This design comes from an exercise in tuning for small area on the open sky130 flow, not from production work. The RTL was checked by simulation tests, not by an equivalence proof against the original design. No activity file was given, so power comes from the tool's default toggle rates.

==> flow/design.v (outline; a module is shown in full before it is edited, if it fits) <==
// module cmplx_mixer8: 589 lines
// module cmplx_mixer16: 1327 lines
// module summComplex: 41 lines
// module memForFFT: 45 lines
// module multComplexE: 127 lines
// module interconnect_two_sFFT_to_mFFT: 157 lines
// module myFFT: 489 lines
// module myFFT16: 30 lines
module myFFT16 (
    input         i_clk,
    input         i_reset,
    input         i_valid,
    input  [15:0] i_data_in_i,
    input  [15:0] i_data_in_q,
    output [17:0] o_data_out_i,
    output [17:0] o_data_out_q,
    output        o_complete,
    output [2:0]  o_stateFFT,
    input         i_flag_ready_recive,
    output        o_flag_wayt_data
);
  // ...
==> flow/flow/run.sh <==
#!/bin/bash
set -e
export CTS_ARGS="-sink_clustering_enable -repair_clock_nets -dont_use_dummy_load -sink_clustering_size 16 -sink_clustering_max_diameter 60 -buf_list sky130_fd_sc_hd__clkbuf_8"
bash standard.sh > standard.log 2>&1
==> flow/standard.sh <==
#!/bin/bash
# synth_recipe.tcl (not shown) runs the flow's synth.tcl, then flattens the netlist and writes it again
# the make line also repeats each setting of config.mk as NAME=value (left out here)
make -C /OpenROAD-flow-scripts/flow DESIGN_CONFIG=/design/flow/config.mk WORK_HOME=/design/flow/orfs CLKGATE_MAP_FILE= SYNTH_SCRIPT=/design/flow/synth_recipe.tcl "${@:-finish}"
==> flow/config.mk <==
export PLATFORM = sky130hd
export DESIGN_NAME = myFFT16
export DESIGN_NICKNAME = myFFT16
export VERILOG_FILES = /design/flow/design.v
export SDC_FILE = /design/flow/constraint.sdc
export NUM_CORES = 4
export LEC_CHECK = 0
export CAP_MARGIN = 0
export CORE_MARGIN = 2
export CORE_UTILIZATION = 60
export CTS_BUF_LIST = sky130_fd_sc_hd__clkbuf_8
export CTS_CLUSTER_DIAMETER = 60
export CTS_CLUSTER_SIZE = 16
export SLEW_MARGIN = 0
==> flow/constraint.sdc <==
create_clock -name core_clock -period 10.0 [get_ports {i_clk}]
set_input_delay 2.0000 -clock core_clock [delete_from_list [all_inputs] [get_ports {i_clk}]]
set_output_delay 2.0000 -clock core_clock [all_outputs]
set_load 0.01 [all_outputs]
==> results.toml, run 1 <==
[cts]
cts_tree = "done"
clk_latency_ps = 1090
postCtsSetupBuffers = 0

[yosys]
synth_top_cell_by_area = "edfxtp_1"
yosysSeqAreaShare_pct = 57.0
async_flop_share_pct = 0
syn_inst = 10400
synth_xor_area_share_pct = 3.51

[power]
switching_share_pct = 21.0
powerComb_mw = 1.04

[grt]
grt_pass1_vias = 83600
use_met3_pct = 2.64
antenna_found_initial = 9

[critical_path]
critPathMostFrequentCell = "fa_1"
critPathMaxStageDelay_ps = 790
critPathLaunchType = "input pin"
crit_fanout = 10
crit_buf_inv = 1
worstSetupStartpoint = "i_data_in_i[0]"
endpoint_kind = "flop"

[cells_and_area]
final_cell_mix = "edfxtp_1, inv_1, fa_1"
post-route-util_pct = 63.6

[sta]
finalSetupViolations = 0
min_period_over_period_pct = 85.6
min_period_ps = 8560
whs_ps = 330
tightest_slew_ps = 1250

[placed_design]
dpl.hpwl_um = 237000

[run_status]
status = "timing/DRC/antenna clean"

[floorplanning]
die_h_um = 513
ios = 77
dieArea_mm2 = 0.263

[drt]
routed_wl_um = 336000
firstDrtPassIters = 8
==> module cmplx_mixer8, before the edit <==
module cmplx_mixer8
(
  input  logic          iclk    ,
  input  logic          ival    ,
  input  logic [15 : 0] idat_re ,
  input  logic [15 : 0] idat_im ,
  input  logic  [1 : 0] ik      ,
  output logic [16 : 0] odat_re ,
  output logic [16 : 0] odat_im
);
  logic [16:0] sum, dif, x_re_d, x_im_d;
  assign sum = {idat_re[15], idat_re} + {idat_im[15], idat_im};
  assign dif = {idat_im[15], idat_im} - {idat_re[15], idat_re};
  always_comb begin
    case (ik)
      2'd0: begin x_re_d = {idat_re[15], idat_re}; x_im_d = {idat_im[15], idat_im}; end
      2'd1: begin x_re_d = sum;                    x_im_d = dif; end
      2'd2: begin x_re_d = {idat_im[15], idat_im}; x_im_d = {idat_re[15], idat_re}; end
      default: begin x_re_d = dif;                 x_im_d = sum; end
    endcase
  end
  logic [16:0] x_re, x_im;
  logic        odd, n_im;
  wire         n_re = 1'b0;
  logic [16:0] t_re, t_im, r_re, r_im, s2_re, s2_im, s3_re, s3_im;
  wire p_re_w0 = (1'b1 & (x_re[0] ^ n_re));
  wire p_re_w1 = (1'b1 & (x_re[1] ^ n_re));
  wire p_re_w2 = (1'b1 & (x_re[2] ^ n_re));
  wire p_re_w3 = (1'b1 & (x_re[3] ^ n_re));
  wire p_re_w4 = (1'b1 & (x_re[4] ^ n_re));
  wire p_re_w5 = (1'b1 & (x_re[5] ^ n_re));
  wire p_re_w6 = (1'b1 & (x_re[6] ^ n_re));
  wire p_re_w7 = (1'b1 & (x_re[7] ^ n_re));
  wire p_re_w8 = (1'b1 & (x_re[8] ^ n_re));
  wire p_re_w9 = (1'b1 & (x_re[9] ^ n_re));
  wire p_re_w10 = (1'b1 & (x_re[10] ^ n_re));
  wire p_re_w11 = (1'b1 & (x_re[11] ^ n_re));
  wire p_re_w12 = (1'b1 & (x_re[12] ^ n_re));
  wire p_re_w13 = (1'b1 & (x_re[13] ^ n_re));
  wire p_re_w14 = (1'b1 & (x_re[14] ^ n_re));
  wire p_re_w15 = (1'b1 & (x_re[15] ^ n_re));
  wire p_re_w16 = 1'b1 & n_re;
  wire p_re_w17 = (1'b1 & (x_re[0] ^ ~n_re));
  wire p_re_w18 = (1'b1 & (x_re[1] ^ ~n_re));
  wire p_re_w19 = (1'b1 & (x_re[2] ^ ~n_re));
  wire p_re_w20 = (1'b1 & (x_re[3] ^ ~n_re));
  wire p_re_w21 = (1'b1 & (x_re[4] ^ ~n_re));
  wire p_re_w22 = (1'b1 & (x_re[5] ^ ~n_re));
  wire p_re_w23 = (1'b1 & (x_re[6] ^ ~n_re));
  wire p_re_w24 = (1'b1 & (x_re[7] ^ ~n_re));
  wire p_re_w25 = (1'b1 & (x_re[8] ^ ~n_re));
  wire p_re_w26 = (1'b1 & (x_re[9] ^ ~n_re));
  wire p_re_w27 = (1'b1 & (x_re[10] ^ ~n_re));
  wire p_re_w28 = (1'b1 & (x_re[11] ^ ~n_re));
  wire p_re_w29 = (1'b1 & (x_re[12] ^ ~n_re));
  wire p_re_w30 = (1'b1 & (x_re[13] ^ ~n_re));
  wire p_re_w31 = (1'b1 & (x_re[14] ^ ~n_re));
  wire p_re_w32 = (1'b1 & (x_re[15] ^ ~n_re));
  wire p_re_w33 = ~((1'b1 & (x_re[16] ^ ~n_re)));
  wire p_re_w34 = 1'b1 & ~n_re;
  wire p_re_w35 = (1'b1 & (x_re[0] ^ ~n_re));
  wire p_re_w36 = (1'b1 & (x_re[1] ^ ~n_re));
  wire p_re_w37 = (1'b1 & (x_re[2] ^ ~n_re));
  wire p_re_w38 = (1'b1 & (x_re[3] ^ ~n_re));
  wire p_re_w39 = (1'b1 & (x_re[4] ^ ~n_re));
  wire p_re_w40 = (1'b1 & (x_re[5] ^ ~n_re));
  wire p_re_w41 = (1'b1 & (x_re[6] ^ ~n_re));
  wire p_re_w42 = (1'b1 & (x_re[7] ^ ~n_re));
  wire p_re_w43 = (1'b1 & (x_re[8] ^ ~n_re));
  wire p_re_w44 = (1'b1 & (x_re[9] ^ ~n_re));
  wire p_re_w45 = (1'b1 & (x_re[10] ^ ~n_re));
  wire p_re_w46 = (1'b1 & (x_re[11] ^ ~n_re));
  wire p_re_w47 = (1'b1 & (x_re[12] ^ ~n_re));
  wire p_re_w48 = (1'b1 & (x_re[13] ^ ~n_re));
  wire p_re_w49 = (1'b1 & (x_re[14] ^ ~n_re));
  wire p_re_w50 = (1'b1 & (x_re[15] ^ ~n_re));
  wire p_re_w51 = ~((1'b1 & (x_re[16] ^ ~n_re)));
  wire p_re_w52 = 1'b1 & ~n_re;
  wire p_re_w53 = (1'b1 & (x_re[0] ^ n_re));
  wire p_re_w54 = (1'b1 & (x_re[1] ^ n_re));
  wire p_re_w55 = (1'b1 & (x_re[2] ^ n_re));
  wire p_re_w56 = (1'b1 & (x_re[3] ^ n_re));
  wire p_re_w57 = (1'b1 & (x_re[4] ^ n_re));
  wire p_re_w58 = (1'b1 & (x_re[5] ^ n_re));
  wire p_re_w59 = (1'b1 & (x_re[6] ^ n_re));
  wire p_re_w60 = (1'b1 & (x_re[7] ^ n_re));
  wire p_re_w61 = (1'b1 & (x_re[8] ^ n_re));
  wire p_re_w62 = (1'b1 & (x_re[9] ^ n_re));
  wire p_re_w63 = (1'b1 & (x_re[10] ^ n_re));
  wire p_re_w64 = (1'b1 & (x_re[11] ^ n_re));
  wire p_re_w65 = (1'b1 & (x_re[12] ^ n_re));
  wire p_re_w66 = (1'b1 & (x_re[13] ^ n_re));
  wire p_re_w67 = (1'b1 & (x_re[14] ^ n_re));
  wire p_re_w68 = (1'b1 & (x_re[15] ^ n_re));
  wire p_re_w69 = ~((1'b1 & (x_re[16] ^ n_re)));
  wire p_re_w70 = 1'b1 & n_re;
  wire p_re_w71 = (1'b1 & (x_re[0] ^ n_re));
  wire p_re_w72 = (1'b1 & (x_re[1] ^ n_re));
  wire p_re_w73 = (1'b1 & (x_re[2] ^ n_re));
  wire p_re_w74 = (1'b1 & (x_re[3] ^ n_re));
  wire p_re_w75 = (1'b1 & (x_re[4] ^ n_re));
  wire p_re_w76 = (1'b1 & (x_re[5] ^ n_re));
  wire p_re_w77 = (1'b1 & (x_re[6] ^ n_re));
  wire p_re_w78 = (1'b1 & (x_re[7] ^ n_re));
  wire p_re_w79 = (1'b1 & (x_re[8] ^ n_re));
  wire p_re_w80 = (1'b1 & (x_re[9] ^ n_re));
  wire p_re_w81 = (1'b1 & (x_re[10] ^ n_re));
  wire p_re_w82 = (1'b1 & (x_re[11] ^ n_re));
  wire p_re_w83 = (1'b1 & (x_re[12] ^ n_re));
  wire p_re_w84 = (1'b1 & (x_re[13] ^ n_re));
  wire p_re_w85 = (1'b1 & (x_re[14] ^ n_re));
  wire p_re_w86 = (1'b1 & (x_re[15] ^ n_re));
  wire p_re_w87 = ~((1'b1 & (x_re[16] ^ n_re)));
  wire p_re_w88 = 1'b1 & n_re;
  wire p_re_w89 = (1'b1 & (x_re[0] ^ n_re));
  wire p_re_w90 = (1'b1 & (x_re[1] ^ n_re));
  wire p_re_w91 = (1'b1 & (x_re[2] ^ n_re));
  wire p_re_w92 = (1'b1 & (x_re[3] ^ n_re));
  wire p_re_w93 = (1'b1 & (x_re[4] ^ n_re));
  wire p_re_w94 = (1'b1 & (x_re[5] ^ n_re));
  wire p_re_w95 = (1'b1 & (x_re[6] ^ n_re));
  wire p_re_w96 = (1'b1 & (x_re[7] ^ n_re));
  wire p_re_w97 = (1'b1 & (x_re[8] ^ n_re));
  wire p_re_w98 = (1'b1 & (x_re[9] ^ n_re));
  wire p_re_w99 = (1'b1 & (x_re[10] ^ n_re));
  wire p_re_w100 = (1'b1 & (x_re[11] ^ n_re));
  wire p_re_w101 = (1'b1 & (x_re[12] ^ n_re));
  wire p_re_w102 = (1'b1 & (x_re[13] ^ n_re));
  wire p_re_w103 = (1'b1 & (x_re[14] ^ n_re));
  wire p_re_w104 = (1'b1 & (x_re[15] ^ n_re));
  wire p_re_w105 = ~((1'b1 & (x_re[16] ^ n_re)));
  wire p_re_w106 = 1'b1 & n_re;
  wire p_re_w107 = p_re_w17 ^ p_re_w34;
  wire p_re_w108 = p_re_w17 & p_re_w34;
  wire p_re_w109 = p_re_w0 ^ p_re_w16;
  wire p_re_w110 = p_re_w0 & p_re_w16;
  wire p_re_w111 = p_re_w1 ^ p_re_w20;
  wire p_re_w112 = p_re_w1 & p_re_w20;
  wire p_re_w113 = p_re_w2 ^ p_re_w21 ^ p_re_w41;
  wire p_re_w114 = (p_re_w2 & p_re_w21) | (p_re_w2 & p_re_w41) | (p_re_w21 & p_re_w41);
  wire p_re_w115 = p_re_w3 ^ p_re_w22;
  wire p_re_w116 = p_re_w3 & p_re_w22;
  wire p_re_w117 = p_re_w4 ^ p_re_w23;
  wire p_re_w118 = p_re_w4 & p_re_w23;
  wire p_re_w119 = p_re_w5 ^ p_re_w24;
  wire p_re_w120 = p_re_w5 & p_re_w24;
  wire p_re_w121 = p_re_w6 ^ p_re_w25;
  wire p_re_w122 = p_re_w6 & p_re_w25;
  wire p_re_w123 = p_re_w7 ^ p_re_w26;
  wire p_re_w124 = p_re_w7 & p_re_w26;
  wire p_re_w125 = p_re_w35 ^ p_re_w52;
  wire p_re_w126 = p_re_w35 & p_re_w52;
  wire p_re_w127 = p_re_w36 ^ p_re_w56;
  wire p_re_w128 = p_re_w36 & p_re_w56;
  wire p_re_w129 = p_re_w37 ^ p_re_w57 ^ p_re_w77;
  wire p_re_w130 = (p_re_w37 & p_re_w57) | (p_re_w37 & p_re_w77) | (p_re_w57 & p_re_w77);
  wire p_re_w131 = p_re_w101 ^ 1'b1;
  wire p_re_w132 = p_re_w101 & 1'b1;
  wire p_re_w133 = p_re_w18 ^ p_re_w38 ^ p_re_w58;
  wire p_re_w134 = (p_re_w18 & p_re_w38) | (p_re_w18 & p_re_w58) | (p_re_w38 & p_re_w58);
  wire p_re_w135 = p_re_w78 ^ p_re_w102 ^ p_re_w108;
  wire p_re_w136 = (p_re_w78 & p_re_w102) | (p_re_w78 & p_re_w108) | (p_re_w102 & p_re_w108);
  wire p_re_w137 = p_re_w19 ^ p_re_w39 ^ p_re_w59;
  wire p_re_w138 = (p_re_w19 & p_re_w39) | (p_re_w19 & p_re_w59) | (p_re_w39 & p_re_w59);
  wire p_re_w139 = p_re_w79 ^ p_re_w103 ^ p_re_w109;
  wire p_re_w140 = (p_re_w79 & p_re_w103) | (p_re_w79 & p_re_w109) | (p_re_w103 & p_re_w109);
  wire p_re_w141 = p_re_w40 ^ p_re_w60 ^ p_re_w80;
  wire p_re_w142 = (p_re_w40 & p_re_w60) | (p_re_w40 & p_re_w80) | (p_re_w60 & p_re_w80);
  wire p_re_w143 = p_re_w104 ^ p_re_w110 ^ p_re_w111;
  wire p_re_w144 = (p_re_w104 & p_re_w110) | (p_re_w104 & p_re_w111) | (p_re_w110 & p_re_w111);
  wire p_re_w145 = p_re_w61 ^ p_re_w81 ^ p_re_w105;
  wire p_re_w146 = (p_re_w61 & p_re_w81) | (p_re_w61 & p_re_w105) | (p_re_w81 & p_re_w105);
  wire p_re_w147 = 1'b1 ^ p_re_w112 ^ p_re_w113;
  wire p_re_w148 = (1'b1 & p_re_w112) | (1'b1 & p_re_w113) | (p_re_w112 & p_re_w113);
  wire p_re_w149 = p_re_w42 ^ p_re_w62 ^ p_re_w82;
  wire p_re_w150 = (p_re_w42 & p_re_w62) | (p_re_w42 & p_re_w82) | (p_re_w62 & p_re_w82);
  wire p_re_w151 = 1'b1 ^ p_re_w114 ^ p_re_w115;
  wire p_re_w152 = (1'b1 & p_re_w114) | (1'b1 & p_re_w115) | (p_re_w114 & p_re_w115);
  wire p_re_w153 = p_re_w43 ^ p_re_w63 ^ p_re_w83;
  wire p_re_w154 = (p_re_w43 & p_re_w63) | (p_re_w43 & p_re_w83) | (p_re_w63 & p_re_w83);
  wire p_re_w155 = 1'b1 ^ p_re_w116 ^ p_re_w117;
  wire p_re_w156 = (1'b1 & p_re_w116) | (1'b1 & p_re_w117) | (p_re_w116 & p_re_w117);
  wire p_re_w157 = p_re_w44 ^ p_re_w64 ^ p_re_w84;
  wire p_re_w158 = (p_re_w44 & p_re_w64) | (p_re_w44 & p_re_w84) | (p_re_w64 & p_re_w84);
  wire p_re_w159 = 1'b1 ^ p_re_w118 ^ p_re_w119;
  wire p_re_w160 = (1'b1 & p_re_w118) | (1'b1 & p_re_w119) | (p_re_w118 & p_re_w119);
  wire p_re_w161 = p_re_w45 ^ p_re_w65 ^ p_re_w85;
  wire p_re_w162 = (p_re_w45 & p_re_w65) | (p_re_w45 & p_re_w85) | (p_re_w65 & p_re_w85);
  wire p_re_w163 = 1'b1 ^ p_re_w120 ^ p_re_w121;
  wire p_re_w164 = (1'b1 & p_re_w120) | (1'b1 & p_re_w121) | (p_re_w120 & p_re_w121);
  wire p_re_w165 = p_re_w46 ^ p_re_w66 ^ p_re_w86;
  wire p_re_w166 = (p_re_w46 & p_re_w66) | (p_re_w46 & p_re_w86) | (p_re_w66 & p_re_w86);
  wire p_re_w167 = 1'b1 ^ p_re_w122 ^ p_re_w123;
  wire p_re_w168 = (1'b1 & p_re_w122) | (1'b1 & p_re_w123) | (p_re_w122 & p_re_w123);
  wire p_re_w169 = p_re_w8 ^ p_re_w27 ^ p_re_w47;
  wire p_re_w170 = (p_re_w8 & p_re_w27) | (p_re_w8 & p_re_w47) | (p_re_w27 & p_re_w47);
  wire p_re_w171 = p_re_w67 ^ p_re_w87 ^ p_re_w124;
  wire p_re_w172 = (p_re_w67 & p_re_w87) | (p_re_w67 & p_re_w124) | (p_re_w87 & p_re_w124);
  wire p_re_w173 = p_re_w9 ^ p_re_w28 ^ p_re_w48;
  wire p_re_w174 = (p_re_w9 & p_re_w28) | (p_re_w9 & p_re_w48) | (p_re_w28 & p_re_w48);
  wire p_re_w175 = p_re_w68 ^ 1'b1;
  wire p_re_w176 = p_re_w68 & 1'b1;
  wire p_re_w177 = p_re_w10 ^ p_re_w29 ^ p_re_w49;
  wire p_re_w178 = (p_re_w10 & p_re_w29) | (p_re_w10 & p_re_w49) | (p_re_w29 & p_re_w49);
  wire p_re_w179 = p_re_w11 ^ p_re_w30;
  wire p_re_w180 = p_re_w11 & p_re_w30;
  wire p_re_w181 = p_re_w53 ^ p_re_w70;
  wire p_re_w182 = p_re_w53 & p_re_w70;
  wire p_re_w183 = p_re_w54 ^ p_re_w74;
  wire p_re_w184 = p_re_w54 & p_re_w74;
  wire p_re_w185 = p_re_w55 ^ p_re_w75 ^ p_re_w99;
  wire p_re_w186 = (p_re_w55 & p_re_w75) | (p_re_w55 & p_re_w99) | (p_re_w75 & p_re_w99);
  wire p_re_w187 = p_re_w76 ^ p_re_w100 ^ p_re_w126;
  wire p_re_w188 = (p_re_w76 & p_re_w100) | (p_re_w76 & p_re_w126) | (p_re_w100 & p_re_w126);
  wire p_re_w189 = p_re_w107 ^ p_re_w128 ^ p_re_w129;
  wire p_re_w190 = (p_re_w107 & p_re_w128) | (p_re_w107 & p_re_w129) | (p_re_w128 & p_re_w129);
  wire p_re_w191 = p_re_w130 ^ p_re_w132 ^ p_re_w133;
  wire p_re_w192 = (p_re_w130 & p_re_w132) | (p_re_w130 & p_re_w133) | (p_re_w132 & p_re_w133);
  wire p_re_w193 = p_re_w134 ^ p_re_w136 ^ p_re_w137;
  wire p_re_w194 = (p_re_w134 & p_re_w136) | (p_re_w134 & p_re_w137) | (p_re_w136 & p_re_w137);
  wire p_re_w195 = p_re_w138 ^ p_re_w140 ^ p_re_w141;
  wire p_re_w196 = (p_re_w138 & p_re_w140) | (p_re_w138 & p_re_w141) | (p_re_w140 & p_re_w141);
  wire p_re_w197 = p_re_w142 ^ p_re_w144 ^ p_re_w145;
  wire p_re_w198 = (p_re_w142 & p_re_w144) | (p_re_w142 & p_re_w145) | (p_re_w144 & p_re_w145);
  wire p_re_w199 = p_re_w146 ^ p_re_w148 ^ p_re_w149;
  wire p_re_w200 = (p_re_w146 & p_re_w148) | (p_re_w146 & p_re_w149) | (p_re_w148 & p_re_w149);
  wire p_re_w201 = p_re_w150 ^ p_re_w152 ^ p_re_w153;
  wire p_re_w202 = (p_re_w150 & p_re_w152) | (p_re_w150 & p_re_w153) | (p_re_w152 & p_re_w153);
  wire p_re_w203 = p_re_w154 ^ p_re_w156 ^ p_re_w157;
  wire p_re_w204 = (p_re_w154 & p_re_w156) | (p_re_w154 & p_re_w157) | (p_re_w156 & p_re_w157);
  wire p_re_w205 = p_re_w158 ^ p_re_w160 ^ p_re_w161;
  wire p_re_w206 = (p_re_w158 & p_re_w160) | (p_re_w158 & p_re_w161) | (p_re_w160 & p_re_w161);
  wire p_re_w207 = p_re_w162 ^ p_re_w164 ^ p_re_w165;
  wire p_re_w208 = (p_re_w162 & p_re_w164) | (p_re_w162 & p_re_w165) | (p_re_w164 & p_re_w165);
  wire p_re_w209 = p_re_w166 ^ p_re_w168 ^ p_re_w169;
  wire p_re_w210 = (p_re_w166 & p_re_w168) | (p_re_w166 & p_re_w169) | (p_re_w168 & p_re_w169);
  wire p_re_w211 = p_re_w170 ^ p_re_w172 ^ p_re_w173;
  wire p_re_w212 = (p_re_w170 & p_re_w172) | (p_re_w170 & p_re_w173) | (p_re_w172 & p_re_w173);
  wire p_re_w213 = p_re_w69 ^ p_re_w174 ^ p_re_w176;
  wire p_re_w214 = (p_re_w69 & p_re_w174) | (p_re_w69 & p_re_w176) | (p_re_w174 & p_re_w176);
  wire p_re_w215 = p_re_w50 ^ 1'b1 ^ p_re_w178;
  wire p_re_w216 = (p_re_w50 & 1'b1) | (p_re_w50 & p_re_w178) | (1'b1 & p_re_w178);
  wire p_re_w217 = p_re_w12 ^ p_re_w31 ^ p_re_w51;
  wire p_re_w218 = (p_re_w12 & p_re_w31) | (p_re_w12 & p_re_w51) | (p_re_w31 & p_re_w51);
  wire p_re_w219 = p_re_w13 ^ p_re_w32;
  wire p_re_w220 = p_re_w13 & p_re_w32;
  wire p_re_w221 = p_re_w71 ^ p_re_w88;
  wire p_re_w222 = p_re_w71 & p_re_w88;
  wire p_re_w223 = p_re_w72 ^ p_re_w96;
  wire p_re_w224 = p_re_w72 & p_re_w96;
  wire p_re_w225 = p_re_w73 ^ p_re_w97 ^ p_re_w181;
  wire p_re_w226 = (p_re_w73 & p_re_w97) | (p_re_w73 & p_re_w181) | (p_re_w97 & p_re_w181);
  wire p_re_w227 = p_re_w98 ^ p_re_w182 ^ p_re_w183;
  wire p_re_w228 = (p_re_w98 & p_re_w182) | (p_re_w98 & p_re_w183) | (p_re_w182 & p_re_w183);
  wire p_re_w229 = p_re_w125 ^ p_re_w184 ^ p_re_w185;
  wire p_re_w230 = (p_re_w125 & p_re_w184) | (p_re_w125 & p_re_w185) | (p_re_w184 & p_re_w185);
  wire p_re_w231 = p_re_w127 ^ p_re_w186 ^ p_re_w187;
  wire p_re_w232 = (p_re_w127 & p_re_w186) | (p_re_w127 & p_re_w187) | (p_re_w186 & p_re_w187);
  wire p_re_w233 = p_re_w131 ^ p_re_w188 ^ p_re_w189;
  wire p_re_w234 = (p_re_w131 & p_re_w188) | (p_re_w131 & p_re_w189) | (p_re_w188 & p_re_w189);
  wire p_re_w235 = p_re_w135 ^ p_re_w190 ^ p_re_w191;
  wire p_re_w236 = (p_re_w135 & p_re_w190) | (p_re_w135 & p_re_w191) | (p_re_w190 & p_re_w191);
  wire p_re_w237 = p_re_w139 ^ p_re_w192 ^ p_re_w193;
  wire p_re_w238 = (p_re_w139 & p_re_w192) | (p_re_w139 & p_re_w193) | (p_re_w192 & p_re_w193);
  wire p_re_w239 = p_re_w143 ^ p_re_w194 ^ p_re_w195;
  wire p_re_w240 = (p_re_w143 & p_re_w194) | (p_re_w143 & p_re_w195) | (p_re_w194 & p_re_w195);
  wire p_re_w241 = p_re_w147 ^ p_re_w196 ^ p_re_w197;
  wire p_re_w242 = (p_re_w147 & p_re_w196) | (p_re_w147 & p_re_w197) | (p_re_w196 & p_re_w197);
  wire p_re_w243 = p_re_w151 ^ p_re_w198 ^ p_re_w199;
  wire p_re_w244 = (p_re_w151 & p_re_w198) | (p_re_w151 & p_re_w199) | (p_re_w198 & p_re_w199);
  wire p_re_w245 = p_re_w155 ^ p_re_w200 ^ p_re_w201;
  wire p_re_w246 = (p_re_w155 & p_re_w200) | (p_re_w155 & p_re_w201) | (p_re_w200 & p_re_w201);
  wire p_re_w247 = p_re_w159 ^ p_re_w202 ^ p_re_w203;
  wire p_re_w248 = (p_re_w159 & p_re_w202) | (p_re_w159 & p_re_w203) | (p_re_w202 & p_re_w203);
  wire p_re_w249 = p_re_w163 ^ p_re_w204 ^ p_re_w205;
  wire p_re_w250 = (p_re_w163 & p_re_w204) | (p_re_w163 & p_re_w205) | (p_re_w204 & p_re_w205);
  wire p_re_w251 = p_re_w167 ^ p_re_w206 ^ p_re_w207;
  wire p_re_w252 = (p_re_w167 & p_re_w206) | (p_re_w167 & p_re_w207) | (p_re_w206 & p_re_w207);
  wire p_re_w253 = p_re_w171 ^ p_re_w208 ^ p_re_w209;
  wire p_re_w254 = (p_re_w171 & p_re_w208) | (p_re_w171 & p_re_w209) | (p_re_w208 & p_re_w209);
  wire p_re_w255 = p_re_w175 ^ p_re_w210 ^ p_re_w211;
  wire p_re_w256 = (p_re_w175 & p_re_w210) | (p_re_w175 & p_re_w211) | (p_re_w210 & p_re_w211);
  wire p_re_w257 = p_re_w177 ^ p_re_w212 ^ p_re_w213;
  wire p_re_w258 = (p_re_w177 & p_re_w212) | (p_re_w177 & p_re_w213) | (p_re_w212 & p_re_w213);
  wire p_re_w259 = p_re_w179 ^ p_re_w214 ^ p_re_w215;
  wire p_re_w260 = (p_re_w179 & p_re_w214) | (p_re_w179 & p_re_w215) | (p_re_w214 & p_re_w215);
  wire p_re_w261 = p_re_w180 ^ p_re_w216 ^ p_re_w217;
  wire p_re_w262 = (p_re_w180 & p_re_w216) | (p_re_w180 & p_re_w217) | (p_re_w216 & p_re_w217);
  wire p_re_w263 = 1'b1 ^ p_re_w218 ^ p_re_w219;
  wire p_re_w264 = (1'b1 & p_re_w218) | (1'b1 & p_re_w219) | (p_re_w218 & p_re_w219);
  wire p_re_w265 = p_re_w14 ^ p_re_w33 ^ p_re_w220;
  wire p_re_w266 = (p_re_w14 & p_re_w33) | (p_re_w14 & p_re_w220) | (p_re_w33 & p_re_w220);
  wire p_re_w267 = p_re_w15 ^ 1'b1;
  wire p_re_w268 = p_re_w15 & 1'b1;
  wire [30:0] p_re_a = {p_re_w266, p_re_w264, p_re_w262, p_re_w260, p_re_w258, p_re_w256, p_re_w254, p_re_w252, p_re_w250, p_re_w248, p_re_w246, p_re_w244, p_re_w242, p_re_w240, p_re_w238, p_re_w236, p_re_w234, p_re_w232, p_re_w230, p_re_w228, p_re_w226, p_re_w224, p_re_w222, p_re_w95, p_re_w94, p_re_w93, p_re_w92, p_re_w91, p_re_w90, p_re_w89, 1'b0};
  wire [30:0] p_re_b = {p_re_w267, p_re_w265, p_re_w263, p_re_w261, p_re_w259, p_re_w257, p_re_w255, p_re_w253, p_re_w251, p_re_w249, p_re_w247, p_re_w245, p_re_w243, p_re_w241, p_re_w239, p_re_w237, p_re_w235, p_re_w233, p_re_w231, p_re_w229, p_re_w227, p_re_w225, p_re_w223, p_re_w221, 1'b0, 1'b0, 1'b0, 1'b0, 1'b0, p_re_w106, 1'b0};
  wire [30:0] p_re_s = p_re_a + p_re_b;
  assign t_re = p_re_s[30:14];
  wire p_im_w0 = (1'b1 & (x_im[0] ^ n_im));
  wire p_im_w1 = (1'b1 & (x_im[1] ^ n_im));
  wire p_im_w2 = (1'b1 & (x_im[2] ^ n_im));
  wire p_im_w3 = (1'b1 & (x_im[3] ^ n_im));
  wire p_im_w4 = (1'b1 & (x_im[4] ^ n_im));
  wire p_im_w5 = (1'b1 & (x_im[5] ^ n_im));
  wire p_im_w6 = (1'b1 & (x_im[6] ^ n_im));
  wire p_im_w7 = (1'b1 & (x_im[7] ^ n_im));
  wire p_im_w8 = (1'b1 & (x_im[8] ^ n_im));
  wire p_im_w9 = (1'b1 & (x_im[9] ^ n_im));
  wire p_im_w10 = (1'b1 & (x_im[10] ^ n_im));
  wire p_im_w11 = (1'b1 & (x_im[11] ^ n_im));
  wire p_im_w12 = (1'b1 & (x_im[12] ^ n_im));
  wire p_im_w13 = (1'b1 & (x_im[13] ^ n_im));
  wire p_im_w14 = (1'b1 & (x_im[14] ^ n_im));
  wire p_im_w15 = (1'b1 & (x_im[15] ^ n_im));
  wire p_im_w16 = 1'b1 & n_im;
  wire p_im_w17 = (1'b1 & (x_im[0] ^ ~n_im));
  wire p_im_w18 = (1'b1 & (x_im[1] ^ ~n_im));
  wire p_im_w19 = (1'b1 & (x_im[2] ^ ~n_im));
  wire p_im_w20 = (1'b1 & (x_im[3] ^ ~n_im));
  wire p_im_w21 = (1'b1 & (x_im[4] ^ ~n_im));
  wire p_im_w22 = (1'b1 & (x_im[5] ^ ~n_im));
  wire p_im_w23 = (1'b1 & (x_im[6] ^ ~n_im));
  wire p_im_w24 = (1'b1 & (x_im[7] ^ ~n_im));
  wire p_im_w25 = (1'b1 & (x_im[8] ^ ~n_im));
  wire p_im_w26 = (1'b1 & (x_im[9] ^ ~n_im));
  wire p_im_w27 = (1'b1 & (x_im[10] ^ ~n_im));
  wire p_im_w28 = (1'b1 & (x_im[11] ^ ~n_im));
  wire p_im_w29 = (1'b1 & (x_im[12] ^ ~n_im));
  wire p_im_w30 = (1'b1 & (x_im[13] ^ ~n_im));
  wire p_im_w31 = (1'b1 & (x_im[14] ^ ~n_im));
  wire p_im_w32 = (1'b1 & (x_im[15] ^ ~n_im));
  wire p_im_w33 = ~((1'b1 & (x_im[16] ^ ~n_im)));
  wire p_im_w34 = 1'b1 & ~n_im;
  wire p_im_w35 = (1'b1 & (x_im[0] ^ ~n_im));
  wire p_im_w36 = (1'b1 & (x_im[1] ^ ~n_im));
  wire p_im_w37 = (1'b1 & (x_im[2] ^ ~n_im));
  wire p_im_w38 = (1'b1 & (x_im[3] ^ ~n_im));
  wire p_im_w39 = (1'b1 & (x_im[4] ^ ~n_im));
  wire p_im_w40 = (1'b1 & (x_im[5] ^ ~n_im));
  wire p_im_w41 = (1'b1 & (x_im[6] ^ ~n_im));
  wire p_im_w42 = (1'b1 & (x_im[7] ^ ~n_im));
  wire p_im_w43 = (1'b1 & (x_im[8] ^ ~n_im));
  wire p_im_w44 = (1'b1 & (x_im[9] ^ ~n_im));
  wire p_im_w45 = (1'b1 & (x_im[10] ^ ~n_im));
  wire p_im_w46 = (1'b1 & (x_im[11] ^ ~n_im));
  wire p_im_w47 = (1'b1 & (x_im[12] ^ ~n_im));
  wire p_im_w48 = (1'b1 & (x_im[13] ^ ~n_im));
  wire p_im_w49 = (1'b1 & (x_im[14] ^ ~n_im));
  wire p_im_w50 = (1'b1 & (x_im[15] ^ ~n_im));
  wire p_im_w51 = ~((1'b1 & (x_im[16] ^ ~n_im)));
  wire p_im_w52 = 1'b1 & ~n_im;
  wire p_im_w53 = (1'b1 & (x_im[0] ^ n_im));
  wire p_im_w54 = (1'b1 & (x_im[1] ^ n_im));
  wire p_im_w55 = (1'b1 & (x_im[2] ^ n_im));
  wire p_im_w56 = (1'b1 & (x_im[3] ^ n_im));
  wire p_im_w57 = (1'b1 & (x_im[4] ^ n_im));
  wire p_im_w58 = (1'b1 & (x_im[5] ^ n_im));
  wire p_im_w59 = (1'b1 & (x_im[6] ^ n_im));
  wire p_im_w60 = (1'b1 & (x_im[7] ^ n_im));
  wire p_im_w61 = (1'b1 & (x_im[8] ^ n_im));
  wire p_im_w62 = (1'b1 & (x_im[9] ^ n_im));
  wire p_im_w63 = (1'b1 & (x_im[10] ^ n_im));
  wire p_im_w64 = (1'b1 & (x_im[11] ^ n_im));
  wire p_im_w65 = (1'b1 & (x_im[12] ^ n_im));
  wire p_im_w66 = (1'b1 & (x_im[13] ^ n_im));
  wire p_im_w67 = (1'b1 & (x_im[14] ^ n_im));
  wire p_im_w68 = (1'b1 & (x_im[15] ^ n_im));
  wire p_im_w69 = ~((1'b1 & (x_im[16] ^ n_im)));
  wire p_im_w70 = 1'b1 & n_im;
  wire p_im_w71 = (1'b1 & (x_im[0] ^ n_im));
  wire p_im_w72 = (1'b1 & (x_im[1] ^ n_im));
  wire p_im_w73 = (1'b1 & (x_im[2] ^ n_im));
  wire p_im_w74 = (1'b1 & (x_im[3] ^ n_im));
  wire p_im_w75 = (1'b1 & (x_im[4] ^ n_im));
  wire p_im_w76 = (1'b1 & (x_im[5] ^ n_im));
  wire p_im_w77 = (1'b1 & (x_im[6] ^ n_im));
  wire p_im_w78 = (1'b1 & (x_im[7] ^ n_im));
  wire p_im_w79 = (1'b1 & (x_im[8] ^ n_im));
  wire p_im_w80 = (1'b1 & (x_im[9] ^ n_im));
  wire p_im_w81 = (1'b1 & (x_im[10] ^ n_im));
  wire p_im_w82 = (1'b1 & (x_im[11] ^ n_im));
  wire p_im_w83 = (1'b1 & (x_im[12] ^ n_im));
  wire p_im_w84 = (1'b1 & (x_im[13] ^ n_im));
  wire p_im_w85 = (1'b1 & (x_im[14] ^ n_im));
  wire p_im_w86 = (1'b1 & (x_im[15] ^ n_im));
  wire p_im_w87 = ~((1'b1 & (x_im[16] ^ n_im)));
  wire p_im_w88 = 1'b1 & n_im;
  wire p_im_w89 = (1'b1 & (x_im[0] ^ n_im));
  wire p_im_w90 = (1'b1 & (x_im[1] ^ n_im));
  wire p_im_w91 = (1'b1 & (x_im[2] ^ n_im));
  wire p_im_w92 = (1'b1 & (x_im[3] ^ n_im));
  wire p_im_w93 = (1'b1 & (x_im[4] ^ n_im));
  wire p_im_w94 = (1'b1 & (x_im[5] ^ n_im));
  wire p_im_w95 = (1'b1 & (x_im[6] ^ n_im));
  wire p_im_w96 = (1'b1 & (x_im[7] ^ n_im));
  wire p_im_w97 = (1'b1 & (x_im[8] ^ n_im));
  wire p_im_w98 = (1'b1 & (x_im[9] ^ n_im));
  wire p_im_w99 = (1'b1 & (x_im[10] ^ n_im));
  wire p_im_w100 = (1'b1 & (x_im[11] ^ n_im));
  wire p_im_w101 = (1'b1 & (x_im[12] ^ n_im));
  wire p_im_w102 = (1'b1 & (x_im[13] ^ n_im));
  wire p_im_w103 = (1'b1 & (x_im[14] ^ n_im));
  wire p_im_w104 = (1'b1 & (x_im[15] ^ n_im));
  wire p_im_w105 = ~((1'b1 & (x_im[16] ^ n_im)));
  wire p_im_w106 = 1'b1 & n_im;
  wire p_im_w107 = p_im_w17 ^ p_im_w34;
  wire p_im_w108 = p_im_w17 & p_im_w34;
  wire p_im_w109 = p_im_w0 ^ p_im_w16;
  wire p_im_w110 = p_im_w0 & p_im_w16;
  wire p_im_w111 = p_im_w1 ^ p_im_w20;
  wire p_im_w112 = p_im_w1 & p_im_w20;
  wire p_im_w113 = p_im_w2 ^ p_im_w21 ^ p_im_w41;
  wire p_im_w114 = (p_im_w2 & p_im_w21) | (p_im_w2 & p_im_w41) | (p_im_w21 & p_im_w41);
  wire p_im_w115 = p_im_w3 ^ p_im_w22;
  wire p_im_w116 = p_im_w3 & p_im_w22;
  wire p_im_w117 = p_im_w4 ^ p_im_w23;
  wire p_im_w118 = p_im_w4 & p_im_w23;
  wire p_im_w119 = p_im_w5 ^ p_im_w24;
  wire p_im_w120 = p_im_w5 & p_im_w24;
  wire p_im_w121 = p_im_w6 ^ p_im_w25;
  wire p_im_w122 = p_im_w6 & p_im_w25;
  wire p_im_w123 = p_im_w7 ^ p_im_w26;
  wire p_im_w124 = p_im_w7 & p_im_w26;
  wire p_im_w125 = p_im_w35 ^ p_im_w52;
  wire p_im_w126 = p_im_w35 & p_im_w52;
  wire p_im_w127 = p_im_w36 ^ p_im_w56;
  wire p_im_w128 = p_im_w36 & p_im_w56;
  wire p_im_w129 = p_im_w37 ^ p_im_w57 ^ p_im_w77;
  wire p_im_w130 = (p_im_w37 & p_im_w57) | (p_im_w37 & p_im_w77) | (p_im_w57 & p_im_w77);
  wire p_im_w131 = p_im_w101 ^ 1'b1;
  wire p_im_w132 = p_im_w101 & 1'b1;
  wire p_im_w133 = p_im_w18 ^ p_im_w38 ^ p_im_w58;
  wire p_im_w134 = (p_im_w18 & p_im_w38) | (p_im_w18 & p_im_w58) | (p_im_w38 & p_im_w58);
  wire p_im_w135 = p_im_w78 ^ p_im_w102 ^ p_im_w108;
  wire p_im_w136 = (p_im_w78 & p_im_w102) | (p_im_w78 & p_im_w108) | (p_im_w102 & p_im_w108);
  wire p_im_w137 = p_im_w19 ^ p_im_w39 ^ p_im_w59;
  wire p_im_w138 = (p_im_w19 & p_im_w39) | (p_im_w19 & p_im_w59) | (p_im_w39 & p_im_w59);
  wire p_im_w139 = p_im_w79 ^ p_im_w103 ^ p_im_w109;
  wire p_im_w140 = (p_im_w79 & p_im_w103) | (p_im_w79 & p_im_w109) | (p_im_w103 & p_im_w109);
  wire p_im_w141 = p_im_w40 ^ p_im_w60 ^ p_im_w80;
  wire p_im_w142 = (p_im_w40 & p_im_w60) | (p_im_w40 & p_im_w80) | (p_im_w60 & p_im_w80);
  wire p_im_w143 = p_im_w104 ^ p_im_w110 ^ p_im_w111;
  wire p_im_w144 = (p_im_w104 & p_im_w110) | (p_im_w104 & p_im_w111) | (p_im_w110 & p_im_w111);
  wire p_im_w145 = p_im_w61 ^ p_im_w81 ^ p_im_w105;
  wire p_im_w146 = (p_im_w61 & p_im_w81) | (p_im_w61 & p_im_w105) | (p_im_w81 & p_im_w105);
  wire p_im_w147 = 1'b1 ^ p_im_w112 ^ p_im_w113;
  wire p_im_w148 = (1'b1 & p_im_w112) | (1'b1 & p_im_w113) | (p_im_w112 & p_im_w113);
  wire p_im_w149 = p_im_w42 ^ p_im_w62 ^ p_im_w82;
  wire p_im_w150 = (p_im_w42 & p_im_w62) | (p_im_w42 & p_im_w82) | (p_im_w62 & p_im_w82);
  wire p_im_w151 = 1'b1 ^ p_im_w114 ^ p_im_w115;
  wire p_im_w152 = (1'b1 & p_im_w114) | (1'b1 & p_im_w115) | (p_im_w114 & p_im_w115);
  wire p_im_w153 = p_im_w43 ^ p_im_w63 ^ p_im_w83;
  wire p_im_w154 = (p_im_w43 & p_im_w63) | (p_im_w43 & p_im_w83) | (p_im_w63 & p_im_w83);
  wire p_im_w155 = 1'b1 ^ p_im_w116 ^ p_im_w117;
  wire p_im_w156 = (1'b1 & p_im_w116) | (1'b1 & p_im_w117) | (p_im_w116 & p_im_w117);
  wire p_im_w157 = p_im_w44 ^ p_im_w64 ^ p_im_w84;
  wire p_im_w158 = (p_im_w44 & p_im_w64) | (p_im_w44 & p_im_w84) | (p_im_w64 & p_im_w84);
  wire p_im_w159 = 1'b1 ^ p_im_w118 ^ p_im_w119;
  wire p_im_w160 = (1'b1 & p_im_w118) | (1'b1 & p_im_w119) | (p_im_w118 & p_im_w119);
  wire p_im_w161 = p_im_w45 ^ p_im_w65 ^ p_im_w85;
  wire p_im_w162 = (p_im_w45 & p_im_w65) | (p_im_w45 & p_im_w85) | (p_im_w65 & p_im_w85);
  wire p_im_w163 = 1'b1 ^ p_im_w120 ^ p_im_w121;
  wire p_im_w164 = (1'b1 & p_im_w120) | (1'b1 & p_im_w121) | (p_im_w120 & p_im_w121);
  wire p_im_w165 = p_im_w46 ^ p_im_w66 ^ p_im_w86;
  wire p_im_w166 = (p_im_w46 & p_im_w66) | (p_im_w46 & p_im_w86) | (p_im_w66 & p_im_w86);
  wire p_im_w167 = 1'b1 ^ p_im_w122 ^ p_im_w123;
  wire p_im_w168 = (1'b1 & p_im_w122) | (1'b1 & p_im_w123) | (p_im_w122 & p_im_w123);
  wire p_im_w169 = p_im_w8 ^ p_im_w27 ^ p_im_w47;
  wire p_im_w170 = (p_im_w8 & p_im_w27) | (p_im_w8 & p_im_w47) | (p_im_w27 & p_im_w47);
  wire p_im_w171 = p_im_w67 ^ p_im_w87 ^ p_im_w124;
  wire p_im_w172 = (p_im_w67 & p_im_w87) | (p_im_w67 & p_im_w124) | (p_im_w87 & p_im_w124);
  wire p_im_w173 = p_im_w9 ^ p_im_w28 ^ p_im_w48;
  wire p_im_w174 = (p_im_w9 & p_im_w28) | (p_im_w9 & p_im_w48) | (p_im_w28 & p_im_w48);
  wire p_im_w175 = p_im_w68 ^ 1'b1;
  wire p_im_w176 = p_im_w68 & 1'b1;
  wire p_im_w177 = p_im_w10 ^ p_im_w29 ^ p_im_w49;
  wire p_im_w178 = (p_im_w10 & p_im_w29) | (p_im_w10 & p_im_w49) | (p_im_w29 & p_im_w49);
  wire p_im_w179 = p_im_w11 ^ p_im_w30;
  wire p_im_w180 = p_im_w11 & p_im_w30;
  wire p_im_w181 = p_im_w53 ^ p_im_w70;
  wire p_im_w182 = p_im_w53 & p_im_w70;
  wire p_im_w183 = p_im_w54 ^ p_im_w74;
  wire p_im_w184 = p_im_w54 & p_im_w74;
  wire p_im_w185 = p_im_w55 ^ p_im_w75 ^ p_im_w99;
  wire p_im_w186 = (p_im_w55 & p_im_w75) | (p_im_w55 & p_im_w99) | (p_im_w75 & p_im_w99);
  wire p_im_w187 = p_im_w76 ^ p_im_w100 ^ p_im_w126;
  wire p_im_w188 = (p_im_w76 & p_im_w100) | (p_im_w76 & p_im_w126) | (p_im_w100 & p_im_w126);
  wire p_im_w189 = p_im_w107 ^ p_im_w128 ^ p_im_w129;
  wire p_im_w190 = (p_im_w107 & p_im_w128) | (p_im_w107 & p_im_w129) | (p_im_w128 & p_im_w129);
  wire p_im_w191 = p_im_w130 ^ p_im_w132 ^ p_im_w133;
  wire p_im_w192 = (p_im_w130 & p_im_w132) | (p_im_w130 & p_im_w133) | (p_im_w132 & p_im_w133);
  wire p_im_w193 = p_im_w134 ^ p_im_w136 ^ p_im_w137;
  wire p_im_w194 = (p_im_w134 & p_im_w136) | (p_im_w134 & p_im_w137) | (p_im_w136 & p_im_w137);
  wire p_im_w195 = p_im_w138 ^ p_im_w140 ^ p_im_w141;
  wire p_im_w196 = (p_im_w138 & p_im_w140) | (p_im_w138 & p_im_w141) | (p_im_w140 & p_im_w141);
  wire p_im_w197 = p_im_w142 ^ p_im_w144 ^ p_im_w145;
  wire p_im_w198 = (p_im_w142 & p_im_w144) | (p_im_w142 & p_im_w145) | (p_im_w144 & p_im_w145);
  wire p_im_w199 = p_im_w146 ^ p_im_w148 ^ p_im_w149;
  wire p_im_w200 = (p_im_w146 & p_im_w148) | (p_im_w146 & p_im_w149) | (p_im_w148 & p_im_w149);
  wire p_im_w201 = p_im_w150 ^ p_im_w152 ^ p_im_w153;
  wire p_im_w202 = (p_im_w150 & p_im_w152) | (p_im_w150 & p_im_w153) | (p_im_w152 & p_im_w153);
  wire p_im_w203 = p_im_w154 ^ p_im_w156 ^ p_im_w157;
  wire p_im_w204 = (p_im_w154 & p_im_w156) | (p_im_w154 & p_im_w157) | (p_im_w156 & p_im_w157);
  wire p_im_w205 = p_im_w158 ^ p_im_w160 ^ p_im_w161;
  wire p_im_w206 = (p_im_w158 & p_im_w160) | (p_im_w158 & p_im_w161) | (p_im_w160 & p_im_w161);
  wire p_im_w207 = p_im_w162 ^ p_im_w164 ^ p_im_w165;
  wire p_im_w208 = (p_im_w162 & p_im_w164) | (p_im_w162 & p_im_w165) | (p_im_w164 & p_im_w165);
  wire p_im_w209 = p_im_w166 ^ p_im_w168 ^ p_im_w169;
  wire p_im_w210 = (p_im_w166 & p_im_w168) | (p_im_w166 & p_im_w169) | (p_im_w168 & p_im_w169);
  wire p_im_w211 = p_im_w170 ^ p_im_w172 ^ p_im_w173;
  wire p_im_w212 = (p_im_w170 & p_im_w172) | (p_im_w170 & p_im_w173) | (p_im_w172 & p_im_w173);
  wire p_im_w213 = p_im_w69 ^ p_im_w174 ^ p_im_w176;
  wire p_im_w214 = (p_im_w69 & p_im_w174) | (p_im_w69 & p_im_w176) | (p_im_w174 & p_im_w176);
  wire p_im_w215 = p_im_w50 ^ 1'b1 ^ p_im_w178;
  wire p_im_w216 = (p_im_w50 & 1'b1) | (p_im_w50 & p_im_w178) | (1'b1 & p_im_w178);
  wire p_im_w217 = p_im_w12 ^ p_im_w31 ^ p_im_w51;
  wire p_im_w218 = (p_im_w12 & p_im_w31) | (p_im_w12 & p_im_w51) | (p_im_w31 & p_im_w51);
  wire p_im_w219 = p_im_w13 ^ p_im_w32;
  wire p_im_w220 = p_im_w13 & p_im_w32;
  wire p_im_w221 = p_im_w71 ^ p_im_w88;
  wire p_im_w222 = p_im_w71 & p_im_w88;
  wire p_im_w223 = p_im_w72 ^ p_im_w96;
  wire p_im_w224 = p_im_w72 & p_im_w96;
  wire p_im_w225 = p_im_w73 ^ p_im_w97 ^ p_im_w181;
  wire p_im_w226 = (p_im_w73 & p_im_w97) | (p_im_w73 & p_im_w181) | (p_im_w97 & p_im_w181);
  wire p_im_w227 = p_im_w98 ^ p_im_w182 ^ p_im_w183;
  wire p_im_w228 = (p_im_w98 & p_im_w182) | (p_im_w98 & p_im_w183) | (p_im_w182 & p_im_w183);
  wire p_im_w229 = p_im_w125 ^ p_im_w184 ^ p_im_w185;
  wire p_im_w230 = (p_im_w125 & p_im_w184) | (p_im_w125 & p_im_w185) | (p_im_w184 & p_im_w185);
  wire p_im_w231 = p_im_w127 ^ p_im_w186 ^ p_im_w187;
  wire p_im_w232 = (p_im_w127 & p_im_w186) | (p_im_w127 & p_im_w187) | (p_im_w186 & p_im_w187);
  wire p_im_w233 = p_im_w131 ^ p_im_w188 ^ p_im_w189;
  wire p_im_w234 = (p_im_w131 & p_im_w188) | (p_im_w131 & p_im_w189) | (p_im_w188 & p_im_w189);
  wire p_im_w235 = p_im_w135 ^ p_im_w190 ^ p_im_w191;
  wire p_im_w236 = (p_im_w135 & p_im_w190) | (p_im_w135 & p_im_w191) | (p_im_w190 & p_im_w191);
  wire p_im_w237 = p_im_w139 ^ p_im_w192 ^ p_im_w193;
  wire p_im_w238 = (p_im_w139 & p_im_w192) | (p_im_w139 & p_im_w193) | (p_im_w192 & p_im_w193);
  wire p_im_w239 = p_im_w143 ^ p_im_w194 ^ p_im_w195;
  wire p_im_w240 = (p_im_w143 & p_im_w194) | (p_im_w143 & p_im_w195) | (p_im_w194 & p_im_w195);
  wire p_im_w241 = p_im_w147 ^ p_im_w196 ^ p_im_w197;
  wire p_im_w242 = (p_im_w147 & p_im_w196) | (p_im_w147 & p_im_w197) | (p_im_w196 & p_im_w197);
  wire p_im_w243 = p_im_w151 ^ p_im_w198 ^ p_im_w199;
  wire p_im_w244 = (p_im_w151 & p_im_w198) | (p_im_w151 & p_im_w199) | (p_im_w198 & p_im_w199);
  wire p_im_w245 = p_im_w155 ^ p_im_w200 ^ p_im_w201;
  wire p_im_w246 = (p_im_w155 & p_im_w200) | (p_im_w155 & p_im_w201) | (p_im_w200 & p_im_w201);
  wire p_im_w247 = p_im_w159 ^ p_im_w202 ^ p_im_w203;
  wire p_im_w248 = (p_im_w159 & p_im_w202) | (p_im_w159 & p_im_w203) | (p_im_w202 & p_im_w203);
  wire p_im_w249 = p_im_w163 ^ p_im_w204 ^ p_im_w205;
  wire p_im_w250 = (p_im_w163 & p_im_w204) | (p_im_w163 & p_im_w205) | (p_im_w204 & p_im_w205);
  wire p_im_w251 = p_im_w167 ^ p_im_w206 ^ p_im_w207;
  wire p_im_w252 = (p_im_w167 & p_im_w206) | (p_im_w167 & p_im_w207) | (p_im_w206 & p_im_w207);
  wire p_im_w253 = p_im_w171 ^ p_im_w208 ^ p_im_w209;
  wire p_im_w254 = (p_im_w171 & p_im_w208) | (p_im_w171 & p_im_w209) | (p_im_w208 & p_im_w209);
  wire p_im_w255 = p_im_w175 ^ p_im_w210 ^ p_im_w211;
  wire p_im_w256 = (p_im_w175 & p_im_w210) | (p_im_w175 & p_im_w211) | (p_im_w210 & p_im_w211);
  wire p_im_w257 = p_im_w177 ^ p_im_w212 ^ p_im_w213;
  wire p_im_w258 = (p_im_w177 & p_im_w212) | (p_im_w177 & p_im_w213) | (p_im_w212 & p_im_w213);
  wire p_im_w259 = p_im_w179 ^ p_im_w214 ^ p_im_w215;
  wire p_im_w260 = (p_im_w179 & p_im_w214) | (p_im_w179 & p_im_w215) | (p_im_w214 & p_im_w215);
  wire p_im_w261 = p_im_w180 ^ p_im_w216 ^ p_im_w217;
  wire p_im_w262 = (p_im_w180 & p_im_w216) | (p_im_w180 & p_im_w217) | (p_im_w216 & p_im_w217);
  wire p_im_w263 = 1'b1 ^ p_im_w218 ^ p_im_w219;
  wire p_im_w264 = (1'b1 & p_im_w218) | (1'b1 & p_im_w219) | (p_im_w218 & p_im_w219);
  wire p_im_w265 = p_im_w14 ^ p_im_w33 ^ p_im_w220;
  wire p_im_w266 = (p_im_w14 & p_im_w33) | (p_im_w14 & p_im_w220) | (p_im_w33 & p_im_w220);
  wire p_im_w267 = p_im_w15 ^ 1'b1;
  wire p_im_w268 = p_im_w15 & 1'b1;
  wire [30:0] p_im_a = {p_im_w266, p_im_w264, p_im_w262, p_im_w260, p_im_w258, p_im_w256, p_im_w254, p_im_w252, p_im_w250, p_im_w248, p_im_w246, p_im_w244, p_im_w242, p_im_w240, p_im_w238, p_im_w236, p_im_w234, p_im_w232, p_im_w230, p_im_w228, p_im_w226, p_im_w224, p_im_w222, p_im_w95, p_im_w94, p_im_w93, p_im_w92, p_im_w91, p_im_w90, p_im_w89, 1'b0};
  wire [30:0] p_im_b = {p_im_w267, p_im_w265, p_im_w263, p_im_w261, p_im_w259, p_im_w257, p_im_w255, p_im_w253, p_im_w251, p_im_w249, p_im_w247, p_im_w245, p_im_w243, p_im_w241, p_im_w239, p_im_w237, p_im_w235, p_im_w233, p_im_w231, p_im_w229, p_im_w227, p_im_w225, p_im_w223, p_im_w221, 1'b0, 1'b0, 1'b0, 1'b0, 1'b0, p_im_w106, 1'b0};
  wire [30:0] p_im_s = p_im_a + p_im_b;
  assign t_im = p_im_s[30:14];
  wire [15:0] x_im_neg = ~x_im[15:0] + 16'd1;
  assign r_re = odd ? t_re : {x_re[15:0], 1'b0};
  assign r_im = odd ? t_im : {(n_im ? x_im_neg : x_im[15:0]), 1'b0};
  always_ff @(posedge iclk) begin
    if (ival) begin
      x_re  <= x_re_d;
      x_im  <= x_im_d;
      odd   <= ik[0];
      n_im  <= ik[1];
      s2_re <= r_re;
      s2_im <= r_im;
      s3_re <= s2_re;
      s3_im <= s2_im;
      odat_re <= s3_re;
      odat_im <= s3_im;
    end
  end
endmodule
==> run 2, diff against run 1 <==
--- a/flow/design.v
+++ b/flow/design.v
@@ -9,7 +9,16 @@
   output logic [16 : 0] odat_im
 );
+  function automatic [16:0] rca(input [16:0] a, input [16:0] b, input neg);
+    logic c, bb;
+    c = neg;
+    for (int t = 0; t < 17; t++) begin
+      bb = b[t] ^ neg;
+      rca[t] = a[t] ^ bb ^ c;
+      c = (a[t] & bb) | (a[t] & c) | (bb & c);
+    end
+  endfunction
   logic [16:0] sum, dif, x_re_d, x_im_d;
-  assign sum = {idat_re[15], idat_re} + {idat_im[15], idat_im};
-  assign dif = {idat_im[15], idat_im} - {idat_re[15], idat_re};
+  assign sum = rca({idat_re[15], idat_re}, {idat_im[15], idat_im}, 1'b0);
+  assign dif = rca({idat_im[15], idat_im}, {idat_re[15], idat_re}, 1'b1);
   always_comb begin
     case (ik)
==> results.toml, run 2 <==
[sta]
clock.fmax_mhz = 118
setup_tns_ps = 0
min_period_ps = 8470
min_period_over_period_pct = 84.7
hold_viol_final = 0
tightest_slew_ps = 1240
finalSetupViolations = 0
slew_violations = 0
max_slew_margin_pct = 17.1
setup_ws_ps = 1530
rsz0062_at_grt = "false"
finClkSkew_ps = 154

[drt]
firstDrtPassIters = 6
avgRoutedWirePerCell_um = 24.2
drt-initial-drc-count = 5966
vias = 79600
ant_nets = 0
drc = 0
via_per_inst = 5.72
routed_wl_um = 336000

[critical_path]
cp_slowest_cell = "fa_1"
reg2reg_depth = 19
crit_fanout = 3
endpoint_kind = "flop"
worstPathArrival_ps = 9260
cp_cell_sequence = "inv_1 -> ha_1 -> inv_1 -> fa_1 -> fa_1 -> fa_1 -> fa_1 -> fa_1 -> fa_1 -> fa_1 -> fa_1 -> fa_1 -> fa_1 -> fa_1 -> fa_1 -> fa_1 -> fa_1 -> fa_1 -> mux4_2"
critPathMostFrequentCell = "fa_1"
required_ps = 10790
r2r_slack_ps = 1530
worstSetupPathType = "reg2reg"
critPathMaxStageDelay_ps = 500
critPathLaunchType = "flop"

[cts]
holdBufCountCts = 0
clkSlewWorstSetupHoldPaths_ps = 90
postCtsResizedCells = 0
htreeDepth = 4
cts.sinks = 3081
root_buffer = "clkbuf_8"
clockBufferDepth = 4
clk_latency_ps = 1020
cts_buffers = 240
cts_tree = "done"
postCtsSetupBuffers = 0

[cells_and_area]
fillers = 19000
final_cell_mix = "edfxtp_1, inv_1, fa_1"
mostFrequentLayoutCell = "edfxtp_1"
syn2layout_area_growth_pct = 5.35
register_area_mm2 = 0.0885
final_cell_area_mm2 = 0.163
nets = 12100
drive_gt1_share_pct = 11.7
multi_input_area_mm2 = 0.0598

[yosys]
synthMuxAreaShare_pct = 10.1
synthesis.area_mm2 = 0.155
synth-main-ff-cell = "edfxtp_1"
ys_ff_latch = 3081
syn_inst = 10400
synth_xor_area_share_pct = 3.23
synth_top_family_by_area = "adder cells"
synth_fp_nets = 12000
synth_most_common_cell = "edfxtp_1"
avgSynthCellArea_um2 = 14.9
synth_top_cell_by_area = "edfxtp_1"
yosysTopAreaCellShare_pct = 51.8
synth_fa_ha_area_share_pct = 17.7
synth_edf_count = 2673
synth_simple_gate_area_share_pct = 3.38
synthTopCellsByArea = "edfxtp_1, fa_1, dfxtp_1"
async_flop_share_pct = 0
synth_compound_area_share_pct = 3.87
synth_commonest_cells = "edfxtp_1, inv_1, fa_1"
synth.distinct_cells = 89
ys_warn_count = 21
yosysSeqAreaShare_pct = 57.0

[placed_design]
pre_cts_slack_ps = 762
port_buffers = 76
dpl.hpwl_um = 238000
post_dp_cell_area_mm2 = 0.160
finalWeightedCongestion = 0.921

[run_status]
status = "timing/DRC/antenna clean"

[min_path]
worstHoldPathType = "reg2reg"
hold_depth = 0

[floorplanning]
initial_core_util_pct = 60.3
dieArea_mm2 = 0.262
die_w_um = 512
ios = 77
coreArea_mm2 = 0.257
die_h_um = 512
row_count = 186

[grt]
grtUsageTotal_pct = 26.0
grt_max_degree = 84
antenna_found_initial = 9
overflow = 0
grt_pass1_vias = 84400
grt_first_pass_wirelength_um = 515000

[job]
cap_violations = 0

[power]
finalPower_mw = 20.9
power_density_mw_per_mm2 = 128
leakage_nw = 61.0
ir_drop_v = 0.000137
run 2: cell families after synthesis:
logic type,after synthesis
other cells,1
flops,3081
compound gates,1028
fa+ha+maj,1533
xor+xnor,571
mux,1150
buf+inv,1890
simple gates,1180
run 2: routing by layer:
| metal | GRT usage [%] | vias to the layer above | routed length (um) | part of all wire (%) |
|---|---|---|---|---|
| met2 | 43.5 | 1959 | 165000 | 49 |
| li1 | - | 36100 | - | - |
| met4 | 7.05 | 2 | 9980 | 3.0 |
| met3 | 3.13 | 481 | 15900 | 4.7 |
| met5 | 0 | - | 13 | 0.0039 |
| met1 | 36.5 | 41100 | 145000 | 43 |
run 2: power by group:
part | switching, mW | internal [mW] | total, mW
logic | 0.605 | 0.442 | 1.05
clock network | 3.72 | 2.13 | 5.85
registers | 0.0387 | 13.9 | 14.0
total | 4.37 | 16.5 | 20.9
run 2: layout make-up:
cell class / count / share of cell area, %
well taps: 3384 / 2.59
inverters: 1502 / 3.45
diodes: 5 / 0.00766
repair buffers: 228 / 1.16
multi-input cells: 5463 / 36.6
clock buffers: 240 / 2.02
flip-flops and latches: 3081 / 54.2
run 2: worst max-delay path: cells and delay by family (launching register included):
family / cells / cell delay [ps]
buf+inv: 2 / 150
flops: 1 / 420
mux: 1 / 480
fa+ha+maj: 16 / 7210
run 2: per-stage QoR:
stage,util [%],hold slack [ps],instances
2_1_floorplan,-,383,10400
3_3_place_gp,62.3,386,13700
3_5_place_dp,62.3,389,13700
4_1_cts,63.6,329,13900
5_1_grt,63.6,339,13900
6_report,63.6,341,13900
run 2: worst max-delay path by stage:
stage | depth (start not counted) | endpoint | start
CTS | 19 | flop | flop
global route | 22 | flop | flop
global placement | 20 | flop | i_data_in_i[0]
floorplan | 3 | flop | i_reset
detailed placement | 20 | flop | i_data_in_i[0]
finish | 19 | flop | flop
==> run 3, diff against run 2 <==
==> flow/flow/run.sh (replaced) <==
#!/bin/bash
set -e
export CTS_ARGS="-sink_clustering_enable -repair_clock_nets -dont_use_dummy_load -sink_clustering_size 24 -sink_clustering_max_diameter 80 -buf_list sky130_fd_sc_hd__clkbuf_16"
bash standard.sh > standard.log 2>&1
--- a/flow/config.mk
+++ b/flow/config.mk
@@ -9,6 +9,6 @@
 export CORE_MARGIN = 2
 export CORE_UTILIZATION = 60
-export CTS_BUF_LIST = sky130_fd_sc_hd__clkbuf_8
-export CTS_CLUSTER_DIAMETER = 60
-export CTS_CLUSTER_SIZE = 16
+export CTS_BUF_LIST = sky130_fd_sc_hd__clkbuf_16
+export CTS_CLUSTER_DIAMETER = 80
+export CTS_CLUSTER_SIZE = 24
 export SLEW_MARGIN = 0
==> results.toml, run 3 <==
[yosys]
syn_inst = 10400
yosysTopAreaCellShare_pct = 51.8
async_flop_share_pct = 0
synthesis.area_mm2 = 0.155
synth_commonest_cells = "edfxtp_1, inv_1, fa_1"
ys_ff_latch = 3081
synth.distinct_cells = 89
synth_fp_nets = 12000
avgSynthCellArea_um2 = 14.9
yosysSeqAreaShare_pct = 57.0
synth_top_cell_by_area = "edfxtp_1"
ys_warn_count = 21
synth_edf_count = 2673
synth_most_common_cell = "edfxtp_1"
synthTopCellsByArea = "edfxtp_1, fa_1, dfxtp_1"
synth-main-ff-cell = "edfxtp_1"

[sta]
rsz0062_at_grt = "false"
max_slew_margin_pct = 16.9
min_period_over_period_pct = 85.7
tightest_slew_ps = 1250
finClkSkew_ps = 129
clock.fmax_mhz = 117
min_period_ps = 8570
setup_tns_ps = 0
slew_violations = 0
hold_viol_final = 0
finalSetupViolations = 0

[drt]
firstDrtPassIters = 7
routed_wl_um = 335000
avgRoutedWirePerCell_um = 24.2
drt-initial-drc-count = 6215
via_per_inst = 5.73
ant_nets = 0
vias = 79100
drc = 0

[power]
finalPower_mw = 21.5
power_density_mw_per_mm2 = 131
leakage_nw = 61.3
ir_drop_v = 0.000156

[cts]
clk_latency_ps = 880
htreeDepth = 4
clkSlewWorstSetupHoldPaths_ps = 90
holdBufCountCts = 0
postCtsSetupBuffers = 0
cts_buffers = 158
cts_tree = "done"
cts.sinks = 3081
clockBufferDepth = 3
postCtsResizedCells = 0
root_buffer = "clkbuf_16"

[critical_path]
crit_fanout = 3
critPathMaxStageDelay_ps = 500
path_depth = 19
critPathLaunchType = "flop"
crit_family = "adder cells"
cp_slowest_cell = "fa_1"
worstSetupPathType = "reg2reg"
endpoint_kind = "flop"
cp_cell_sequence = "inv_1 -> ha_1 -> inv_1 -> fa_1 -> fa_1 -> fa_1 -> fa_1 -> fa_1 -> fa_1 -> fa_1 -> fa_1 -> fa_1 -> fa_1 -> fa_1 -> fa_1 -> fa_1 -> fa_1 -> fa_1 -> mux4_2"
critPathMostFrequentCell = "fa_1"
worstPathArrival_ps = 9130
crit_buf_inv = 2
required_ps = 10550
reg2reg_depth = 19

[cells_and_area]
mostFrequentLayoutCell = "edfxtp_1"
syn2layout_area_growth_pct = 5.76
nets = 12000
final_cell_mix = "edfxtp_1, inv_1, fa_1"
drive_gt1_share_pct = 11.0
final_cell_area_mm2 = 0.164
post-route-util_pct = 63.8
fillers = 18900

[grt]
antenna_found_initial = 9
overflow = 0
grt_max_degree = 84
grt_first_pass_wirelength_um = 512000
grtUsageTotal_pct = 25.9
grt_pass1_vias = 83500

[placed_design]
dpl.hpwl_um = 238000
port_buffers = 76
finalWeightedCongestion = 0.921
post_dp_cell_area_mm2 = 0.160

[floorplanning]
die_h_um = 512
dieArea_mm2 = 0.262
row_count = 186
die_w_um = 512
coreArea_mm2 = 0.257
ios = 77
initial_core_util_pct = 60.3

[min_path]
hold_depth = 0
worstHoldPathType = "reg2reg"

[job]
cap_violations = 0

[run_status]
status = "timing/DRC/antenna clean"
run 3: cell counts after synthesis:
Identical to the previous run, type by type.
run 3: area by class of cell:
class | count | area [um^2] | area share [%]
Tap cell | 3384 | 4230 | 2.58
Timing Repair Buffer | 228 | 1890 | 1.16
Multi-Input combinational cell | 5463 | 59800 | 36.4
Clock buffer | 158 | 3950 | 2.41
Sequential cell | 3081 | 88500 | 54.0
Inverter | 1502 | 5640 | 3.44
Antenna cell | 3 | 7.51 | 0.00458
run 3: worst paths after layout:
path,from,to,slack [ps]
max,flop,flop,1430
min,flop,flop,340
max reg2reg,flop,flop,1430
min reg2reg,flop,flop,340
run 3: report_power, final:
group	switching, mW	internal [mW]	total (mW)	leakage [nW]
logic	0.606	0.442	1.05	31.8
registers	0.0385	13.9	14.0	27.5
clock network	3.71	2.81	6.52	1.95
total	4.35	17.2	21.5	61.3
run 3: per-stage QoR:
step / std cells / hold WS [ps] / setup slack, ps
6_report: 13800 / 339 / 1430
5_1_grt: 13800 / 321 / 1070
4_1_cts: 13800 / 341 / 1360
3_5_place_dp: 13700 / 389 / 762
3_3_place_gp: 13700 / 386 / 793
2_1_floorplan: 10400 / 383 / 1730
run 3: kinds of logic after synthesis:
family          synth area share [%]
flops                           57.0
buf+inv                         4.60
fa+ha+maj                       17.7
simple gates                    3.38
mux                             10.1
compound gates                  3.87
xor+xnor                        3.23
other cells                  0.00242
run 3: routing by layer:
metal | wire [um] | part of all wire [%] | GRT usage, % | vias up
met3 | 14600 | 4.4 | 2.94 | 387
li1 | - | - | - | 35900
met5 | 13 | 0.0039 | 0 | -
met4 | 9840 | 2.9 | 6.83 | 2
met2 | 164000 | 49 | 43.3 | 1815
met1 | 146000 | 44 | 36.6 | 41000

## afterwards: timing with drivers on the ports
How much do the figures lean on ideal ports? The routed layouts below were timed once more, with nothing changed but the port constraints. Step 1 assumes that a clkbuf_16 drives the clock port and a buf_2 every other input. Step 2, shift: input delay + t, output delay - t, t = (earliest + latest rising clock arrival at the registers) / 2. This alone moves slack from input paths to output paths. Three values: no drivers, after step 1, after step 2; two values: the first two.
run	t, ns	setup WS [ns]	worst setup path at the end	worst slew at a driven data input, ns
run 1	1.099	1.440 / 1.499 / 0.400	input to register	0.19
run 2	1.073	1.527 / 1.527 / 0.708	input to register	0.09
run 3	0.900	1.426 / 1.426 / 0.632	input to register	0.08
After both steps setup and hold are still met in every run listed. The setup slack of run 1, which loses most, moves by +0.059 ns with the drivers and by -1.040 ns with both steps.
